This is an optimization exercise on Yosys and OpenROAD, whose aim is small area, a short achievable clock period and few clock cycles per item, not a production implementation.
RTL that was checked went through simulation tests only; none was proved equivalent to the original.

==> job 9134 <==
// multi
module multi #(parameter N = 32) (a,b,clk,out,load,done);
  input [N-1:0] a,b;
  input clk,load;
  output [2*N-1:0] out;
  output done;
  reg [180:0] r;
  reg dn;
  wire neg0 = b[1];
  wire one0_0, two0_0, ng0_0;
  benc ue0_0 (b[1], b[0], 1'b0, one0_0, two0_0, ng0_0);
  wire one0_1, two0_1, ng0_1;
  benc ue0_1 (b[1], b[0], 1'b0, one0_1, two0_1, ng0_1);
  wire neg1 = b[3];
  wire one1_0, two1_0, ng1_0;
  benc ue1_0 (b[3], b[2], b[1], one1_0, two1_0, ng1_0);
  wire one1_1, two1_1, ng1_1;
  benc ue1_1 (b[3], b[2], b[1], one1_1, two1_1, ng1_1);
  wire neg2 = b[5];
  wire one2_0, two2_0, ng2_0;
  benc ue2_0 (b[5], b[4], b[3], one2_0, two2_0, ng2_0);
  wire one2_1, two2_1, ng2_1;
  benc ue2_1 (b[5], b[4], b[3], one2_1, two2_1, ng2_1);
  wire neg3 = b[7];
  wire one3_0, two3_0, ng3_0;
  benc ue3_0 (b[7], b[6], b[5], one3_0, two3_0, ng3_0);
  wire one3_1, two3_1, ng3_1;
  benc ue3_1 (b[7], b[6], b[5], one3_1, two3_1, ng3_1);
  wire neg4 = b[9];
  wire one4_0, two4_0, ng4_0;
  benc ue4_0 (b[9], b[8], b[7], one4_0, two4_0, ng4_0);
  wire one4_1, two4_1, ng4_1;
  benc ue4_1 (b[9], b[8], b[7], one4_1, two4_1, ng4_1);
  wire neg5 = b[11];
  wire one5_0, two5_0, ng5_0;
  benc ue5_0 (b[11], b[10], b[9], one5_0, two5_0, ng5_0);
  wire one5_1, two5_1, ng5_1;
  benc ue5_1 (b[11], b[10], b[9], one5_1, two5_1, ng5_1);
  wire neg6 = b[13];
  wire one6_0, two6_0, ng6_0;
  benc ue6_0 (b[13], b[12], b[11], one6_0, two6_0, ng6_0);
  ...
==> flow/config.mk <==
export PLATFORM = sky130hd
export DESIGN_NAME = multi
export DESIGN_NICKNAME = multi
export VERILOG_FILES = /design/flow/design.v
export SDC_FILE = /design/flow/constraint.sdc
export NUM_CORES = 4
export LEC_CHECK = 0
export ABC_AREA = 1
export CAP_MARGIN = 20
export CORE_MARGIN = 2
export CORE_UTILIZATION = 45
export SLEW_MARGIN = 20
export SYNTH_HIERARCHICAL = 1
==> flow/constraint.sdc <==
create_clock -name core_clock -period 4.0 [get_ports {clk}]
set_input_delay 0.8000 -clock core_clock [delete_from_list [all_inputs] [get_ports {clk}]]
set_output_delay 0.8000 -clock core_clock [all_outputs]
set_load 0.01 [all_outputs]
run.sh (not shown) runs the stock make flow with config.mk's settings and CLKGATE_MAP_FILE= SYNTH_SCRIPT=/design/flow/synth_recipe.tcl, a recipe that flattens the netlist after the stock synthesis.
==> inputs of job 5066, as changes to job 9134 <==
- CORE_UTILIZATION: 45 -> 50
==> notes <==
Job 5066 ran to the end with violations: negative setup slack. Job 9134 completed, yet does not pass: negative setup slack. In sequential cell count, job 9134 and job 5066 do not differ. Of job 9134 and job 5066, job 9134 has the higher sequential share of layout area (gap 0.099 points). Between job 9134 and job 5066, the lower hold slack is in job 5066 (gap 0.028 ns). Against job 9134, the setup slack of job 5066 is better by 0.0095 ns.
No run of this note included a check of the RTL's function; only the layout flow was run.

========
==> inputs of job 9206 <==
multi, a different RTL version from the one above (not shown whole).
make LEC_CHECK=0 ABC_AREA=1 CAP_MARGIN=5 CORE_MARGIN=2 CORE_UTILIZATION=50 SETUP_SLACK_MARGIN=0.1 SLEW_MARGIN=5 SYNTH_HIERARCHICAL=1 finish   # period 4.0 ns
==> inputs of job 7654, as changes to job 9206 <==
Settings changed: CAP_MARGIN 5 to 20, PLACE_DENSITY set to 0.75, SLEW_MARGIN 5 to 20.
==> inputs of job 2270, as changes to job 9206 <==
Settings changed: CAP_MARGIN 5 to 20, SLEW_MARGIN 5 to 20.
==> comparison table <==
| quantity | job 2270 | job 9206 | job 7654 |
|---|---|---|---|
| Final weighted congestion in routability-driven placement | 0.987 | 0.987 | 0.990 |
| Drt initial violations | 2380 | 2380 | 3849 |
| Slew at the pin closest to its max-slew limit | 921 ps | 921 ps | 705 ps |
| Worst Slack Setup Final | 70.8 ps | 70.8 ps | -22.8 ps |
| Pin count of the biggest net entering global routing | 87 | 87 | 72 |
| WL met1 | 46100 um | 46100 um | 41000 um |
| Total vias in the final route | 27500 | 27500 | 29100 |
| Library cell contributing the largest single delay on the critical path | sky130_fd_sc_hd__fa_2 | sky130_fd_sc_hd__fa_2 | sky130_fd_sc_hd__fa_1 |
| Count of inserted antenna diode cells | 2 | 2 | 0 |
| Total length of routed met2 wires | 50100 um | 50100 um | 51400 um |
| Clock-cell share | 1.48% | 1.48% | 1.56% |
| Vias in the first global route | 27800 | 27800 | 28300 |
| Signal buffers share of area | 15.7% | 15.7% | 15.4% |
| Worst Path Arrival | 4130 ps | 4130 ps | 4200 ps |
| Status | finished clean | finished clean | failed layout checks |
| Violated checks | - | - | negative setup slack |
| Pre-CTS worst setup slack | -840 ps | -840 ps | -915 ps |
Testbench counts of job 9206, summed over its fixed seeds: cycles 2,048, items 2,048.
Testbench counts of job 7654, summed over its fixed seeds: cycles 2,048, items 2,048.
Testbench counts of job 2270, summed over its fixed seeds: cycles 2,048, items 2,048.

========
==> 03-26 <==
multi, a different RTL version from the one above (not shown whole).
Settings: LEC_CHECK=0, ABC_AREA=1, CAP_MARGIN=20, CORE_MARGIN=2, CORE_UTILIZATION=50, SETUP_SLACK_MARGIN=0.1, SLEW_MARGIN=20, SYNTH_HIERARCHICAL=1; clock period 4.0 ns.
==> inputs of 07-13, as changes to 03-26 <==
==> flow/flow/run.sh (new file) <==
#!/bin/bash
# The standard layout (standard.sh, every step from synthesis to finish) with one change:
# the buffers that ORFS's buffer_ports puts on every input and output port are
# sky130_fd_sc_hd__buf_2 instead of the tool's default choice, a slow delay cell
# (clkdlybuf4s50_1) that adds about 0.4 ns to the port paths.
set -euo pipefail
export BUFFER_PORTS_ARGS="-buffer_cell sky130_fd_sc_hd__buf_2"
bash standard.sh > standard.log 2>&1
==> flow/standard.sh (new file) <==
#!/bin/bash
# synth_recipe.tcl (not shown) runs the flow's synth.tcl, then flattens the netlist and writes it again
# the make line also repeats each setting of config.mk as NAME=value (left out here)
make -C /OpenROAD-flow-scripts/flow DESIGN_CONFIG=/design/flow/config.mk WORK_HOME=/design/flow/orfs CLKGATE_MAP_FILE= SYNTH_SCRIPT=/design/flow/synth_recipe.tcl "${@:-finish}"
removed: flow/run.sh
==> inputs of 06-15, as changes to 03-26 <==
==> flow/flow/run.sh (new file) <==
#!/bin/bash
# The standard layout (standard.sh, every step from synthesis to finish) with one change:
# the buffers that ORFS's buffer_ports puts on every input and output port are
# sky130_fd_sc_hd__buf_2 instead of the tool's default choice, a slow delay cell
# (clkdlybuf4s50_1) that adds about 0.4 ns to the port paths.
set -euo pipefail
export BUFFER_PORTS_ARGS="-buffer_cell sky130_fd_sc_hd__buf_2"
bash standard.sh > standard.log 2>&1
==> flow/standard.sh (new file) <==
#!/bin/bash
# synth_recipe.tcl (not shown) runs the flow's synth.tcl, then flattens the netlist and writes it again
# the make line also repeats each setting of config.mk as NAME=value (left out here)
make -C /OpenROAD-flow-scripts/flow DESIGN_CONFIG=/design/flow/config.mk WORK_HOME=/design/flow/orfs CLKGATE_MAP_FILE= SYNTH_SCRIPT=/design/flow/synth_recipe.tcl "${@:-finish}"
- SETUP_SLACK_MARGIN: 0.1 -> 0.05
removed: flow/run.sh
==> summary of the runs <==
- Of 06-15 and 07-13, 07-13 has the higher count of clock-buffer cells in the layout (gap 1).
- Flip-flop and latch count is the same in 06-15 and 03-26.
- The highest first-iteration DRC count belongs to 07-13, the lowest to 06-15.
- In die area, 07-13 and 06-15 do not differ.
- Hold slack: 06-15 < 03-26 < 07-13.
- Non-clock buffer count: 03-26 is higher than 07-13 (173).
Testbench counts of 03-26, summed over its fixed seeds: cycles 2,048, items 2,048.
Testbench counts of 07-13, summed over its fixed seeds: cycles 2,048, items 2,048.
Testbench counts of 06-15, summed over its fixed seeds: cycles 2,048, items 2,048.

========
==> branch xenon <==
multi, a different RTL version from the one above (not shown whole).
export LEC_CHECK = 0
export ABC_AREA = 1
export CAP_MARGIN = 20
export CORE_MARGIN = 2
export CORE_UTILIZATION = 50
export SETUP_SLACK_MARGIN = 0.1
export SLEW_MARGIN = 20
export SYNTH_HIERARCHICAL = 1
create_clock -name core_clock -period 4.0 [get_ports {clk}]
standard.sh (not shown) runs the stock make flow with config.mk's settings and CLKGATE_MAP_FILE= SYNTH_SCRIPT=/design/flow/synth_recipe.tcl, a recipe that flattens the netlist after the stock synthesis.
==> flow/flow/run.sh <==
#!/bin/bash
# The standard layout (standard.sh, every step from synthesis to finish) with two changes:
# - the buffers that ORFS's buffer_ports puts on every input and output port are
#   sky130_fd_sc_hd__buf_2 instead of the tool's default choice, a slow delay cell
#   (clkdlybuf4s50_1) that adds about 0.4 ns to the port paths;
# - after global routing, ORFS's power recovery (repair_timing -recover_power) downsizes
#   gates on paths that have slack to spare.
set -euo pipefail
export BUFFER_PORTS_ARGS="-buffer_cell sky130_fd_sc_hd__buf_2"
export RECOVER_POWER=100
bash standard.sh > standard.log 2>&1
==> branch tundra: changes against branch xenon <==
--- a/flow/design.v
+++ b/flow/design.v
@@ -5,17 +5,17 @@
 input cin;
 assign add = a + b + cin;
 endmodule
 module multi #(parameter N = 32) (a,b,clk,out,load,done);
   input [N-1:0] a,b;
   input clk,load;
   output [2*N-1:0] out;
   output done;
-  reg [144:0] r;
+  reg [152:0] r;
   reg dn;
   wire neg0 = b[1];
   wire one0_0, two0_0, ng0_0;
   benc ue0_0 (b[1], b[0], 1'b0, one0_0, two0_0, ng0_0);
   wire one0_1, two0_1, ng0_1;
   benc ue0_1 (b[1], b[0], 1'b0, one0_1, two0_1, ng0_1);
   wire neg1 = b[3];
   wire one1_0, two1_0, ng1_0;
@@ -1519,17 +1519,16 @@
   wire s951, c952;
   fa us951 (c834, c726, s835, s951, c952);
   wire s953, c954;
   fa us953 (s837, p15_28, c836, s953, c954);
   wire s955, c956;
   fa us955 (c838, p15_29, s839, s955, c956);
   wire s957, c958;
   fa us957 (p15_30, c840, p14_32, s957, c958);
-  wire [10:0] lo = {1'b0, c854, c852, c850, c848, c846, c844, c842, s841, p0_1, neg0} + {1'b0, s855, s853, s851, s849, s847, s845, s843, p1_0, 1'b0, p0_0};
   always @(posedge clk) begin
     if (load) begin
       dn <= 1'b1;
       r[0] <= s579;
       r[1] <= c758;
       r[2] <= s759;
       r[3] <= s583;
       r[4] <= c760;
@@ -1611,73 +1610,81 @@
       r[80] <= s811;
       r[81] <= s687;
       r[82] <= s813;
       r[83] <= c812;
       r[84] <= s691;
       r[85] <= c814;
       r[86] <= s815;
       r[87] <= p15_31;
-      r[88] <= lo[10];
-      r[89] <= lo[0];
-      r[90] <= lo[1];
-      r[91] <= lo[2];
-      r[92] <= lo[3];
-      r[93] <= lo[4];
-      r[94] <= lo[5];
-      r[95] <= lo[6];
-      r[96] <= lo[7];
-      r[97] <= lo[8];
-      r[98] <= lo[9];
-      r[99] <= c856;
-      r[100] <= s857;
-      r[101] <= c858;
-      r[102] <= s859;
-      r[103] <= c860;
-      r[104] <= s861;
-      r[105] <= c862;
-      r[106] <= s863;
-      r[107] <= c864;
-      r[108] <= s865;
-      r[109] <= c866;
-      r[110] <= s867;
-      r[111] <= c868;
-      r[112] <= s869;
-      r[113] <= c870;
-      r[114] <= s871;
-      r[115] <= c872;
-      r[116] <= s873;
-      r[117] <= c874;
-      r[118] <= s933;
-      r[119] <= c934;
-      r[120] <= s935;
-      r[121] <= c936;
-      r[122] <= s937;
-      r[123] <= c938;
-      r[124] <= s939;
-      r[125] <= c940;
-      r[126] <= s941;
-      r[127] <= c942;
-      r[128] <= s943;
-      r[129] <= c944;
-      r[130] <= s945;
-      r[131] <= c946;
-      r[132] <= s947;
-      r[133] <= c948;
-      r[134] <= s949;
-      r[135] <= c950;
-      r[136] <= s951;
-      r[137] <= c952;
-      r[138] <= s953;
-      r[139] <= c954;
-      r[140] <= s955;
-      r[141] <= c956;
-      r[142] <= s957;
-      r[143] <= c958;
-      r[144] <= p15_32;
+      r[88] <= neg0;
+      r[89] <= p0_0;
+      r[90] <= p0_1;
+      r[91] <= s841;
+      r[92] <= p1_0;
+      r[93] <= c842;
+      r[94] <= s843;
+      r[95] <= c844;
+      r[96] <= s845;
+      r[97] <= c846;
+      r[98] <= s847;
+      r[99] <= c848;
+      r[100] <= s849;
+      r[101] <= c850;
+      r[102] <= s851;
+      r[103] <= c852;
+      r[104] <= s853;
+      r[105] <= c854;
+      r[106] <= s855;
+      r[107] <= c856;
+      r[108] <= s857;
+      r[109] <= c858;
+      r[110] <= s859;
+      r[111] <= c860;
+      r[112] <= s861;
+      r[113] <= c862;
+      r[114] <= s863;
+      r[115] <= c864;
+      r[116] <= s865;
+      r[117] <= c866;
+      r[118] <= s867;
+      r[119] <= c868;
+      r[120] <= s869;
+      r[121] <= c870;
+      r[122] <= s871;
+      r[123] <= c872;
+      r[124] <= s873;
+      r[125] <= c874;
+      r[126] <= s933;
+      r[127] <= c934;
+      r[128] <= s935;
+      r[129] <= c936;
+      r[130] <= s937;
+      r[131] <= c938;
+      r[132] <= s939;
+      r[133] <= c940;
+      r[134] <= s941;
+      r[135] <= c942;
+      r[136] <= s943;
+      r[137] <= c944;
+      r[138] <= s945;
+      r[139] <= c946;
+      r[140] <= s947;
+      r[141] <= c948;
+      r[142] <= s949;
+      r[143] <= c950;
+      r[144] <= s951;
+      r[145] <= c952;
+      r[146] <= s953;
+      r[147] <= c954;
+      r[148] <= s955;
+      r[149] <= c956;
+      r[150] <= s957;
+      r[151] <= c958;
+      r[152] <= p15_32;
     end
   end
   wire s875, c876;
   fa us875 (r[2], r[0], r[1], s875, c876);
   wire s877, c878;
   fa us877 (r[5], r[3], r[4], s877, c878);
   wire s879, c880;
   fa us879 (r[8], r[6], r[7], s879, c880);
@@ -1730,20 +1737,19 @@
   wire s927, c928;
   fa us927 (r[80], r[78], r[79], s927, c928);
   wire s929, c930;
   fa us929 (r[83], r[81], r[82], s929, c930);
   wire s931, c932;
   fa us931 (r[86], r[84], r[85], s931, c932);
   wire s959 = ~r[87];
   wire c960 = r[87];
-  wire [2*N-1:0] x0 = {1'b1, c960, r[143], r[141], r[139], r[137], r[135], r[133], r[131], r[129], r[127], r[125], r[123], r[121], r[119], c932, c930, c928, c926, c924, c922, c920, c918, c916, c914, c912, c910, c908, c906, c904, c902, c900, c898, c896, c894, c892, c890, c888, c886, c884, c882, c880, c878, c876, r[117], r[115], r[113], r[111], r[109], r[107], r[105], r[103], r[101], r[99], r[98], r[97], r[96], r[95], r[94], r[93], r[92], r[91], r[90], r[89]};
-  wire [2*N-1:0] x1 = {1'b0, r[144], s959, r[142], r[140], r[138], r[136], r[134], r[132], r[130], r[128], r[126], r[124], r[122], r[120], r[118], s931, s929, s927, s925, s923, s921, s919, s917, s915, s913, s911, s909, s907, s905, s903, s901, s899, s897, s895, s893, s891, s889, s887, s885, s883, s881, s879, s877, s875, r[116], r[114], r[112], r[110], r[108], r[106], r[104], r[102], r[100], 1'b0, 1'b0, 1'b0, 1'b0, 1'b0, 1'b0, 1'b0, 1'b0, 1'b0, 1'b0};
-  assign out[9:0] = x0[9:0];
-  assign out[2*N-1:10] = x0[2*N-1:10] + x1[2*N-1:10] + r[88];
+  wire [2*N-1:0] x0 = {1'b1, c960, r[151], r[149], r[147], r[145], r[143], r[141], r[139], r[137], r[135], r[133], r[131], r[129], r[127], c932, c930, c928, c926, c924, c922, c920, c918, c916, c914, c912, c910, c908, c906, c904, c902, c900, c898, c896, c894, c892, c890, c888, c886, c884, c882, c880, c878, c876, r[125], r[123], r[121], r[119], r[117], r[115], r[113], r[111], r[109], r[107], r[105], r[103], r[101], r[99], r[97], r[95], r[93], r[91], r[90], r[88]};
+  wire [2*N-1:0] x1 = {1'b0, r[152], s959, r[150], r[148], r[146], r[144], r[142], r[140], r[138], r[136], r[134], r[132], r[130], r[128], r[126], s931, s929, s927, s925, s923, s921, s919, s917, s915, s913, s911, s909, s907, s905, s903, s901, s899, s897, s895, s893, s891, s889, s887, s885, s883, s881, s879, s877, s875, r[124], r[122], r[120], r[118], r[116], r[114], r[112], r[110], r[108], r[106], r[104], r[102], r[100], r[98], r[96], r[94], r[92], 1'b0, r[89]};
+  assign out = x0 + x1;
   assign done = dn;
 endmodule
 module benc (input b1, input b0, input bm1, output onen, output twon, output neg);
   assign onen = ~(b0 ^ bm1);
   assign twon = ~((b1 & ~b0 & ~bm1) | (~b1 & b0 & bm1));
   assign neg = b1;
 endmodule
 module ainv #(parameter W = 32) (input [W-1:0] x, output [W-1:0] y);
==> flow/run.sh (new file) <==
#!/bin/bash
# synth_recipe.tcl (not shown) runs the flow's synth.tcl, then flattens the netlist and writes it again
# the make line also repeats each setting of config.mk as NAME=value (left out here)
make -C /OpenROAD-flow-scripts/flow DESIGN_CONFIG=/design/flow/config.mk WORK_HOME=/design/flow/orfs CLKGATE_MAP_FILE= SYNTH_SCRIPT=/design/flow/synth_recipe.tcl finish
- ABC_AREA: 1 -> 0
removed: flow/flow/run.sh
removed: flow/standard.sh
==> results.txt <==
synthesis-to-finish area growth 18.5%; master of the slowest instance on the critical path sky130_fd_sc_hd__fa_1; run status failed layout checks; max_cap viols 2; largest net degree at the start of global routing 66; max-slew violation count 127; number of setup violations in the final report 0; number of enable flip-flop cells after synthesis 145; SO Viols max-capacitance violations, max-slew violations; Worst Hold Slack 1.08 ns
[end of results for branch xenon]
==> results.txt <==
drt via density around 6.1; Worst Hold Slack 0.868 ns; master of the slowest instance on the critical path sky130_fd_sc_hd__edfxtp_1; synthesis-to-finish area growth 35.4%; max_cap viols 0; number of setup violations in the final report 41; final setup margin -0.861 ns; run status failed layout checks; SO Viols negative setup slack; number of enable flip-flop cells after synthesis 153; largest net degree at the start of global routing 73
[end of results for branch tundra]
Testbench counts of branch xenon, summed over its fixed seeds: cycles 2,048, items 2,048.
Testbench counts of branch tundra, summed over its fixed seeds: cycles 2,048, items 2,048.

afterwards: timing with drivers on the ports:
The flow's constraints put no driver on any port. The routed layouts listed below were extracted and timed again, unchanged, in two steps. Step 1 (the two cells are an assumption about what drives the block):
set clk [get_ports {clk}]
set_driving_cell -lib_cell sky130_fd_sc_hd__clkbuf_16 $clk
set_driving_cell -lib_cell sky130_fd_sc_hd__buf_2 [delete_from_list [all_inputs] $clk]
Step 2 moves the port delays by t, midway between the first and last clock arrival at a register: inputs arrive t later, outputs are due t later. That takes back most of the time a late clock gives input paths. Three values: no drivers, after step 1, after step 2; two values: the first two.
run | t, ns | setup slack, ns | hold slack, ns | worst setup path at the end | cell pins on the clock port's net
job 9134 | 0.516 | -0.019 / -0.081 / -0.449 | 0.839 / 0.810 / 1.325 | input to register | 1
job 5066 | 0.518 | -0.010 / 0.012 / -0.506 | 0.810 / 0.790 / 1.309 | input to register | 1
job 9206 | 0.500 | 0.071 / 0.028 / -0.472 | 0.896 / 0.877 / 1.377 | input to register | 1
job 7654 | 0.499 | -0.023 / -0.001 / -0.500 | 0.858 / 0.835 / 1.334 | input to register | 1
job 2270 | 0.500 | 0.071 / 0.028 / -0.472 | 0.896 / 0.877 / 1.377 | input to register | 1
03-26 | 0.542 | 0.081 / 0.062 / -0.448 | 0.784 / 0.754 / 1.296 | input to register | 1
07-13 | 0.534 | 0.116 / 0.149 / -0.382 | 0.795 / 0.768 / 1.242 | input to register | 1
06-15 | 0.534 | 0.104 / 0.091 / -0.401 | 0.664 / 0.637 / 1.171 | input to register | 1
branch xenon | 0.491 | 0.068 / 0.095 / -0.397 | 1.080 / 1.047 / 1.265 | input to register | 1
branch tundra | 0.510 | -0.861 / -0.916 / -0.486 | 0.868 / 0.846 / 1.356 | input to register | 1
